What follows belongs to an exercise in optimizing a design on an open flow for small area, a short achievable clock period and few clock cycles; a production flow would make more cautious choices.
In this exercise RTL edits were held to simulation tests only and were not proved equivalent to the original.
Power figures rest on the tool's default switching activity, not on a simulated workload.

[config.mk]
export PLATFORM = sky130hd
export DESIGN_NAME = femtorv_core
export DESIGN_NICKNAME = femtorv_core
export VERILOG_FILES = /design/flow/design.v
export SDC_FILE = /design/flow/constraint.sdc
export NUM_CORES = 4
export LEC_CHECK = 0
export CAP_MARGIN = 20
export CORE_MARGIN = 2
export CORE_UTILIZATION = 30
export SLEW_MARGIN = 20
[constraint.sdc]
create_clock -name core_clock -period 10.0 [get_ports {clk}]
set_input_delay 2.0000 -clock core_clock [delete_from_list [all_inputs] [get_ports {clk}]]
set_output_delay 2.0000 -clock core_clock [all_outputs]
set_load 0.01 [all_outputs]
[run.sh]
#!/bin/bash
# synth_recipe.tcl (not shown) runs the flow's synth.tcl, then flattens the netlist and writes it again
# the make line also repeats each setting of config.mk as NAME=value (left out here)
make -C /OpenROAD-flow-scripts/flow DESIGN_CONFIG=/design/flow/config.mk WORK_HOME=/design/flow/orfs CLKGATE_MAP_FILE= SYNTH_SCRIPT=/design/flow/synth_recipe.tcl finish
[design.v]
module dffr #(
    parameter int DATA_WIDTH = 1
) (
    input  logic                  clk_i,
    input  logic                  rst_n_i,
    input  logic [DATA_WIDTH-1:0] dat_i,
    output logic [DATA_WIDTH-1:0] dat_o
);
  always_ff @(posedge clk_i) begin
    if (!rst_n_i) dat_o <= '0;
    else dat_o <= dat_i;
  end
endmodule
module dffer #(
    parameter int DATA_WIDTH = 1
) (
    input  logic                  clk_i,
    input  logic                  rst_n_i,
    input  logic                  en_i,
    input  logic [DATA_WIDTH-1:0] dat_i,
    output logic [DATA_WIDTH-1:0] dat_o
);
  always_ff @(posedge clk_i) begin
    if (!rst_n_i) dat_o <= '0;
    else if (en_i) dat_o <= dat_i;
  end
endmodule
module edge_det_sync_re #(
    parameter int DATA_WIDTH = 1
) (
    input  logic                  clk_i,
    input  logic                  rst_n_i,
    input  logic [DATA_WIDTH-1:0] dat_i,
    output logic [DATA_WIDTH-1:0] re_o
);
  logic [DATA_WIDTH-1:0] s_dat_q;
  dffr #(DATA_WIDTH) u_dffr (
      clk_i,
      rst_n_i,
      dat_i,
      s_dat_q
  );
  assign re_o = dat_i & ~s_dat_q;
endmodule
module FemtoRV32(
   input          clk,
   output [31:0] mem_addr,   
   output [31:0] mem_wdata,  
   output [3:0]  mem_wmask,  
   input  [31:0] mem_rdata,  
   output        mem_rstrb,  
   input         mem_rbusy,  
   input         mem_wbusy,  
   input         reset       
);
   parameter RESET_ADDR       = 32'h00000000;
   parameter ADDR_WIDTH       = 24;
   localparam FETCH_INSTR_bit     = 0;
   localparam WAIT_INSTR_bit      = 1;
   localparam EXECUTE1_bit        = 2;
   localparam EXECUTE2_bit        = 3;
   localparam WAIT_ALU_OR_MEM_bit = 4;
   localparam NB_STATES           = 5;
   localparam FETCH_INSTR     = 1 << FETCH_INSTR_bit;
   localparam WAIT_INSTR      = 1 << WAIT_INSTR_bit;
   localparam EXECUTE1        = 1 << EXECUTE1_bit;
   localparam EXECUTE2        = 1 << EXECUTE2_bit;
   localparam WAIT_ALU_OR_MEM = 1 << WAIT_ALU_OR_MEM_bit;
   reg  [31:2] instr;         
   wire writeBack;
   wire [31:0] writeBackData;
   (* onehot *)
   reg [NB_STATES-1:0] state;
   reg [31:0]  cycles;
   wire [31:0] LOAD_data;
   wire  [7:0] LOAD_byte;
   wire [15:0] LOAD_halfword;
 wire [4:0] rdId = instr[11:7];
 (* onehot *)
 wire [7:0] funct3Is = 8'b00000001 << instr[14:12];
 wire [31:0] Uimm = {    instr[31],   instr[30:12], {12{1'b0}}};
 wire [31:0] Iimm = {{21{instr[31]}}, instr[30:20]};
 /*verilator lint_off UNUSED*/  
 wire [31:0] Simm = {{21{instr[31]}}, instr[30:25],instr[11:7]};
 wire [31:0] Bimm = {{20{instr[31]}}, instr[7],instr[30:25],instr[11:8],1'b0};
 wire [31:0] Jimm = {{12{instr[31]}}, instr[19:12],instr[20],instr[30:21],1'b0};
 /*verilator lint_on UNUSED*/
   wire isLoad    =  (instr[6:2] == 5'b00000);  
   wire isALUimm  =  (instr[6:2] == 5'b00100);  
   wire isAUIPC   =  (instr[6:2] == 5'b00101);  
   wire isStore   =  (instr[6:2] == 5'b01000);  
   wire isALUreg  =  (instr[6:2] == 5'b01100);  
   wire isLUI     =  (instr[6:2] == 5'b01101);  
   wire isBranch  =  (instr[6:2] == 5'b11000);  
   wire isJALR    =  (instr[6:2] == 5'b11001);  
   wire isJAL     =  (instr[6:2] == 5'b11011);  
   wire isSYSTEM  =  (instr[6:2] == 5'b11100);  
   wire isALU = isALUimm | isALUreg;
   reg [31:0] rs1;
   reg [31:0] rs2;
   reg [31:0] registerFile [31:0];
   always @(posedge clk) begin
      if (!reset) begin
         integer i;
         for(i = 0; i < 32; ++i) registerFile[i] <= 32'd0;
      end
     else if (writeBack)
       if (rdId != 0)
         registerFile[rdId] <= writeBackData;
   end
   wire [31:0] aluIn1 = rs1;
   wire [31:0] aluIn2 = isALUreg | isBranch ? rs2 : Iimm;
   reg  [31:0] aluReg;        
   reg  [4:0]  aluShamt;      
   wire aluBusy = |aluShamt;  
   wire aluWr;                
   wire [31:0] aluPlus = aluIn1 + aluIn2;
   wire [32:0] aluMinus = {1'b1, ~aluIn2} + {1'b0,aluIn1} + 33'b1;
   wire        LT  = (aluIn1[31] ^ aluIn2[31]) ? aluIn1[31] : aluMinus[32];
   wire        LTU = aluMinus[32];
   wire        EQ  = (aluMinus[31:0] == 0);
   wire [31:0] aluOut = aluReg;
   wire funct3IsShift = funct3Is[1] | funct3Is[5];
   always @(posedge clk) begin
      if(!reset) begin
         aluShamt <= 5'd0;
         aluReg <= 32'd0;
      end
      else begin
      if(aluWr) begin
	 aluShamt <= funct3IsShift ? aluIn2[4:0] : 5'b0;
	 aluReg <=
	 (funct3IsShift ? aluIn1 : 32'b0                                        ) |
	 (funct3Is[0]  ? instr[30] & instr[5] ? aluMinus[31:0] : aluPlus : 32'b0) |
	 (funct3Is[2]  ? {31'b0, LT}                                     : 32'b0) |
         (funct3Is[3]  ? {31'b0, LTU}                                    : 32'b0) |
         (funct3Is[4]  ? aluIn1 ^ aluIn2                                 : 32'b0) |
         (funct3Is[6]  ? aluIn1 | aluIn2                                 : 32'b0) |
	 (funct3Is[7]  ? aluIn1 & aluIn2                                 : 32'b0) ;
      end
      if (|aluShamt) begin
         aluShamt <= aluShamt - 1;
	 aluReg <= funct3Is[1] ? aluReg << 1 :               
		   {instr[30] & aluReg[31], aluReg[31:1]};   
      end
   end
   end
   wire predicate_ =
        funct3Is[0] &  EQ  |  
        funct3Is[1] & !EQ  |  
        funct3Is[4] &  LT  |  
        funct3Is[5] & !LT  |  
        funct3Is[6] &  LTU |  
        funct3Is[7] & !LTU ;  
   reg 	predicate;
   reg  [ADDR_WIDTH-1:0] PC;  
   wire [ADDR_WIDTH-1:0] PCplus4 = PC + 4;
   reg [ADDR_WIDTH-1:0]  PCplusImm;
   reg [ADDR_WIDTH-1:0]  loadstore_addr;
   /*verilator lint_off WIDTH*/
   assign mem_addr = state[WAIT_INSTR_bit] | state[FETCH_INSTR_bit] ?
		     PC : loadstore_addr ;
   assign writeBackData  =
      (isSYSTEM            ? cycles    : 32'b0) |   
      (isLUI               ? Uimm      : 32'b0) |   
      (isALU               ? aluOut    : 32'b0) |   
      (isAUIPC             ? PCplusImm : 32'b0) |   
      (isJALR   | isJAL    ? PCplus4   : 32'b0) |   
      (isLoad              ? LOAD_data : 32'b0) ;   
   /*verilator lint_on WIDTH*/
   wire mem_byteAccess     = instr[13:12] == 2'b00;  
   wire mem_halfwordAccess = instr[13:12] == 2'b01;  
   wire LOAD_sign =
	!instr[14] & (mem_byteAccess ? LOAD_byte[7] : LOAD_halfword[15]);
   assign LOAD_data =
         mem_byteAccess ? {{24{LOAD_sign}},     LOAD_byte} :
     mem_halfwordAccess ? {{16{LOAD_sign}}, LOAD_halfword} :
                          mem_rdata ;
   assign LOAD_halfword =
	       loadstore_addr[1] ? mem_rdata[31:16] : mem_rdata[15:0];
   assign LOAD_byte =
	       loadstore_addr[0] ? LOAD_halfword[15:8] : LOAD_halfword[7:0];
   assign mem_wdata[ 7: 0] = rs2[7:0];
   assign mem_wdata[15: 8] = loadstore_addr[0] ? rs2[7:0]  : rs2[15: 8];
   assign mem_wdata[23:16] = loadstore_addr[1] ? rs2[7:0]  : rs2[23:16];
   assign mem_wdata[31:24] = loadstore_addr[0] ? rs2[7:0]  :
			     loadstore_addr[1] ? rs2[15:8] : rs2[31:24];
   wire [3:0] STORE_wmask =
	      mem_byteAccess      ?
	            (loadstore_addr[1] ?
		          (loadstore_addr[0] ? 4'b1000 : 4'b0100) :
		          (loadstore_addr[0] ? 4'b0010 : 4'b0001)
                    ) :
	      mem_halfwordAccess ?
	            (loadstore_addr[1] ? 4'b1100 : 4'b0011) :
              4'b1111;
   assign writeBack = ~(isBranch | isStore ) &
	            (state[EXECUTE2_bit] | state[WAIT_ALU_OR_MEM_bit]);
   assign mem_rstrb = state[EXECUTE2_bit] & isLoad | state[FETCH_INSTR_bit];
   assign mem_wmask = {4{state[EXECUTE2_bit] & isStore}} & STORE_wmask;
   assign aluWr = state[EXECUTE1_bit] & isALU;
   wire jumpToPCplusImm = isJAL | (isBranch & predicate);
   wire needToWait = isLoad | isStore | aluBusy;
   always @(posedge clk) begin
      if(!reset) begin
         state      <= WAIT_ALU_OR_MEM;  
         PC         <= RESET_ADDR[ADDR_WIDTH-1:0];
      end else
      case(1'b1)
        state[WAIT_INSTR_bit]: begin
           if(!mem_rbusy) begin  
              rs1 <= registerFile[mem_rdata[19:15]];
              rs2 <= registerFile[mem_rdata[24:20]];
              instr <= mem_rdata[31:2];  
              state <= EXECUTE1;         
           end
        end
        state[EXECUTE1_bit]: begin
	   PCplusImm <= PC + ( instr[3] ? Jimm[ADDR_WIDTH-1:0] :
			       instr[4] ? Uimm[ADDR_WIDTH-1:0] :
			                  Bimm[ADDR_WIDTH-1:0] );
	   loadstore_addr <= rs1[ADDR_WIDTH-1:0] +
 		     (instr[5] ? Simm[ADDR_WIDTH-1:0] : Iimm[ADDR_WIDTH-1:0]);
	   predicate <= predicate_;
	   state <= EXECUTE2;
	end
        state[EXECUTE2_bit]: begin
           PC <= isJALR          ? {aluPlus[ADDR_WIDTH-1:1],1'b0} :
                 jumpToPCplusImm ? PCplusImm :
                 PCplus4;
	   state <= needToWait ? WAIT_ALU_OR_MEM : FETCH_INSTR;
        end
        state[WAIT_ALU_OR_MEM_bit]: begin
           if(!aluBusy & !mem_rbusy & !mem_wbusy) state <= FETCH_INSTR;
        end
        default: begin  
          state <= WAIT_INSTR;
        end
      endcase
   end
   always @(posedge clk) begin
      if(~reset) cycles <= 32'd0;
      else cycles <= cycles + 1;
   end
endmodule
module femtorv_core (
    input  logic        clk,
    input  logic        resetn,
    output logic        mem_valid,
    input  logic        mem_ready,
    output logic [ 3:0] mem_wstrb,
    output logic [31:0] mem_addr,
    output logic [31:0] mem_wdata,
    input  logic [31:0] mem_rdata
);
  logic s_mem_rstrb;
  logic s_mem_rstrb_re, s_mem_wmask_re;
  logic [31:0] s_mem_addr;
  logic [3:0] s_mem_wmask_d, s_mem_wmask_q;
  logic [3:0] s_mem_wmask;
  logic [31:0] s_mem_rdata_d, s_mem_rdata_q;
  logic [1:0] s_mem_req_d, s_mem_req_q;
  assign mem_valid = |s_mem_req_q;
  assign mem_addr  = {s_mem_addr[31:2], 2'b00};
  always_comb begin
    mem_wstrb = '0;
    if (s_mem_wmask_re) mem_wstrb = s_mem_wmask;
    else if (s_mem_req_q == 2'd2) mem_wstrb = s_mem_wmask_q;
  end
  edge_det_sync_re #(1) u_mem_rstrb_edge_det_sync_re (
      clk,
      resetn,
      s_mem_rstrb,
      s_mem_rstrb_re
  );
  edge_det_sync_re #(1) u_mem_wmask_edge_det_sync_re (
      clk,
      resetn,
      |s_mem_wmask,
      s_mem_wmask_re
  );
  always_comb begin
    s_mem_req_d = s_mem_req_q;
    if (s_mem_rstrb_re) s_mem_req_d = 2'd1;
    else if (s_mem_wmask_re) s_mem_req_d = 2'd2;
    else if ((|s_mem_req_q) && mem_ready) s_mem_req_d = 2'd0;
  end
  dffr #(2) u_mem_req_dffr (
      clk,
      resetn,
      s_mem_req_d,
      s_mem_req_q
  );
  assign s_mem_rdata_d = mem_rdata;
  dffer #(32) u_mem_rdata_dffer (
      clk,
      resetn,
      s_mem_req_q == 2'd1 && mem_ready,
      s_mem_rdata_d,
      s_mem_rdata_q
  );
  assign s_mem_wmask_d = s_mem_wmask;
  dffer #(4) u_mem_mask_dffer (
      clk,
      resetn,
      s_mem_wmask_re,
      s_mem_wmask_d,
      s_mem_wmask_q
  );
  FemtoRV32 #(
      .RESET_ADDR(32'h0000_0000),
      .ADDR_WIDTH(32)
  ) u_FemtoRV32 (
      .clk      (clk),
      .reset    (resetn),
      .mem_addr (s_mem_addr),
      .mem_wdata(mem_wdata),
      .mem_wmask(s_mem_wmask),
      .mem_rdata(s_mem_rdata_q),
      .mem_rstrb(s_mem_rstrb),
      .mem_rbusy(mem_valid),
      .mem_wbusy(mem_valid)
  );
endmodule
==> run notes <==
Outcome -> no timing/DRC/antenna violations
Dpl cell area -> 79,600 µm²
Post-route ant nets -> 0
Core area -> 248,000 µm²
Number of flip-flops in the largest register -> 1,024
Gates resized, CTS repair -> 0
Number of max-cap violations -> 0
Detailed-router iteration count before antenna repair -> 9
Area delta synth->final -> 12.6%
Top-area cell type share of the netlist area -> 0.475
Final wirelength -> 278 mm
Hold Crit Class -> flip-flop to flip-flop
First-pass GRT wire length -> 390 mm
Clock sink total -> 1,329
DRC Markers -> 0
Crit-path max cell delay -> 0.69 ns
Async SR Flop Fraction -> 0
Slew Limit Headroom -> 0.248
Syn avg cell area -> 12.5 µm²
Top post-synthesis cells by area -> edfxtp_1, mux4_2, nor2_1, dfxtp_1, ha_1
Fin. max-slew vios -> 0
RSZ-0062 raised after global routing -> false
Post-CTS Setup Repair Bufs -> 0
Initial antenna violation count -> 29
Final Skew -> 0.0722 ns
Nets -> 6,052
Core Util, Final -> 0.339
Post-synth top area cell -> edfxtp_1
Worst-Margin Slew -> 1.12 ns
Share of the clock period used by the worst path -> 0.617
H-tree levels -> 4
Vias in the first global route -> 53,000
Top FF cell, synth -> edfxtp_1
Starting Density -> 0.301
Post-DP HPWL -> 182 mm
Drt initial violations -> 7,880
Most frequent cells in the layout -> nor2_1, edfxtp_1, mux4_2, nand2_1, a21oi_1
Fin. Hold Viols -> 0
Max IR drop VDD -> 0.143 mV
Number of vias per cell -> 5.81
Routability cong. -> 0.955
Ys Warns -> 6
Critical Path AT -> 6.72 ns
Type of origin of the critical path -> flip-flop
Setup Viol. Count Final -> 0
Finished Cell Area -> 84,200 µm²
Worst setup EP type -> flip-flop
Setup total negative slack -> 0 ns
CTS clk-pin slew, worst paths -> 0.07 ns
Die Ht -> 503 µm
Lkg Pwr -> 27.5 nW
Biggest register -> u_FemtoRV32.registerFile
Tmin final -> 6.17 ns
Post-synthesis cell type count -> 100
Power per cell area -> 189 nW/µm²
DIE AREA -> 253,000 µm²
Via count -> 54,100
Layout cells sized above 1 -> 0.213
WS Path Type -> flip-flop to flip-flop
Die Width -> 503 µm
Num rows -> 183
CTS tree -> yes
Leading cell type in the layout, fill and taps excluded -> nor2_1
Overall routing resource usage -> 0.215
CTS buffer count -> 139
Sequential-to-total area share from yosys stat -> 0.514
DR WL/cell -> 29.9 µm
Max Freq -> 0.162 GHz
Slowest stage cell, crit path -> edfxtp_1
Clock buffer depth -> 3
Io pins -> 104
Post-CTS Hold Buffers -> 0
Syn Inst Count -> 5,962
Synth Register Bits -> 1,329
Crit path cell chain -> nor2_1 -> nand2_1 -> nor2_4 -> buf_4 -> nor2b_1 -> buf_4 -> a21o_1 -> inv_1 -> ha_1 -> inv_1 -> nor2_1 -> a22oi_1 -> nand4_1 -> nor4b_1 -> nand4b_1 -> or4_1 -> nor4_1 -> and4_1 -> a31oi_1 -> nand3b_1
Skew-Pair Late Insertion Delay -> 0.84 ns
Largest net degree at the start of global routing -> 127
Post-synth EDFFs -> 1,183
CP delay by family, top -> simple AND/OR/NAND/NOR gates
Worst path bufs/invs -> 4
CP max FO -> 33
Remaining Overflow, GRT -> 0
CTS root buffer -> clkbuf_16
Worst path required time -> 10.54 ns
Post-synth design cell area -> 74,800 µm²
PortBufs -> 101
==> final timing paths <==
check | start | end | slack, ns | cells after the start
setup reg to reg | u_FemtoRV32.instr[3]$_DFFE_PP_ | u_FemtoRV32.predicate$_DFFE_PP_ | 3.83 | 20
setup / recovery | u_FemtoRV32.instr[3]$_DFFE_PP_ | u_FemtoRV32.predicate$_DFFE_PP_ | 3.83 | 20
hold reg to reg | u_mem_mask_dffer.dat_o[0]$_SDFFE_PN0P_ | u_mem_mask_dffer.dat_o[0]$_SDFFE_PN0P_ | 0.46 | 2
hold / removal | u_mem_mask_dffer.dat_o[0]$_SDFFE_PN0P_ | u_mem_mask_dffer.dat_o[0]$_SDFFE_PN0P_ | 0.46 | 2
==> metrics by stage <==
| stage | hold WS (ns) | setup slack (ns) | power, W | std cells |
|---|---|---|---|---|
| floorplan | 0.406 | 2.32 | 0.00908 | 5995 |
| global placement | 0.443 | 3.73 | 0.0105 | 9041 |
| detailed placement | 0.450 | 3.72 | 0.0106 | 9041 |
| CTS | 0.458 | 3.91 | 0.0158 | 9299 |
| global route | 0.476 | 3.58 | 0.0164 | 9301 |
| finish | 0.458 | 3.83 | 0.0159 | 9301 |
==> metal layers <==
metal | share of wire | routed length [µm] | global-route usage
met5 | 0.00017 | 46 | 0
met4 | 0.041 | 11300 | 0.0803
met3 | 0.11 | 30400 | 0.0452
met2 | 0.46 | 128000 | 0.339
met1 | 0.39 | 108000 | 0.291
==> logic make-up (layout without fill, tap and decap cells) <==
family / count (synthesis) / in the layout / synth area share
simple gates: 1999 / 1999 / 0.111
flops: 1329 / 1329 / 0.514
mux: 829 / 829 / 0.220
compound gates: 812 / 812 / 0.0732
buf+inv: 663 / 637 / 0.0340
fa+ha+maj: 165 / 165 / 0.0280
xor+xnor: 164 / 164 / 0.0192
other cells: 1 / 36 / 0.0000502
==> report_power, final <==
part	total [W]	internal (W)	switching (W)	leakage, nW
Clock	0.00534	0.00291	0.00243	2.21
Sequential	0.00685	0.00643	0.000425	13.2
Combinational	0.00369	0.00142	0.00226	12.1
==> cell type report <==
cell class,instances,area [µm²]
Clock inverter,83,938
Inverter,130,498
Tap cell,3330,4170
Clock buffer,175,3660
Sequential cell,1329,38500
Antenna cell,2,5.00
Timing Repair Buffer,249,2170
Fill cell,24300,164000
Multi-Input combinational cell,4003,34300
==> Yosys cell counts (19+ instances only) <==
library cell,count
a21o_1,74
nand2_1,414
and3_1,34
mux4_2,641
o21ai_0,161
nor3_1,60
a221oi_1,19
buf_1,78
mux2i_1,56
xor2_1,57
mux2_2,132
nand3_1,72
inv_1,125
a222oi_1,36
xnor2_1,107
nand2b_1,31
a211oi_1,49
clkbuf_1,438
nor2_1,1242
edfxtp_1,1183
nand4_1,20
dfxtp_1,146
nor2b_1,29
a21oi_1,226
ha_1,161
a31oi_1,30
==> worst reg2reg max path, cell delays in order, from the launching register on <==
cell	delay, ns
edfxtp_1	0.69
nor2_1	0.26
nand2_1	0.16
nor2_4	0.16
buf_4	0.48
nor2b_1	0.15
buf_4	0.26
a21o_1	0.23
inv_1	0.08
ha_1	0.51
inv_1	0.29
nor2_1	0.09
a22oi_1	0.45
nand4_1	0.14
nor4b_1	0.34
nand4b_1	0.18
or4_1	0.61
nor4_1	0.26
and4_1	0.29
a31oi_1	0.09
nand3b_1	0.20
Testbench counts, summed over its fixed seeds: cycles 235,629.

[what the ideal ports hide]
The results above use ideal ports. As a check the final layout listed here was re-extracted and re-timed, cells and wires unchanged.
Step 1 assumes that a clkbuf_16 drives the clock port and a buf_2 every other input.
Step 2 times the ports against the registers' clock, not the clock port: input delays grow and output delays shrink by t, the midpoint of the rising clock arrivals with the driver on.
a / b / c = no drivers / after step 1 / after step 2; a / b = the first two.
shift t [ns]: 0.905
setup WS [ns]: 3.826 / 3.826 / 3.593
worst setup path after step 2: input to register
cell pins on the clock port's net: 1
After both steps this run still meets setup and hold. For this run, drivers alone change the setup slack by 0.000 ns; drivers and shift together by -0.233 ns.
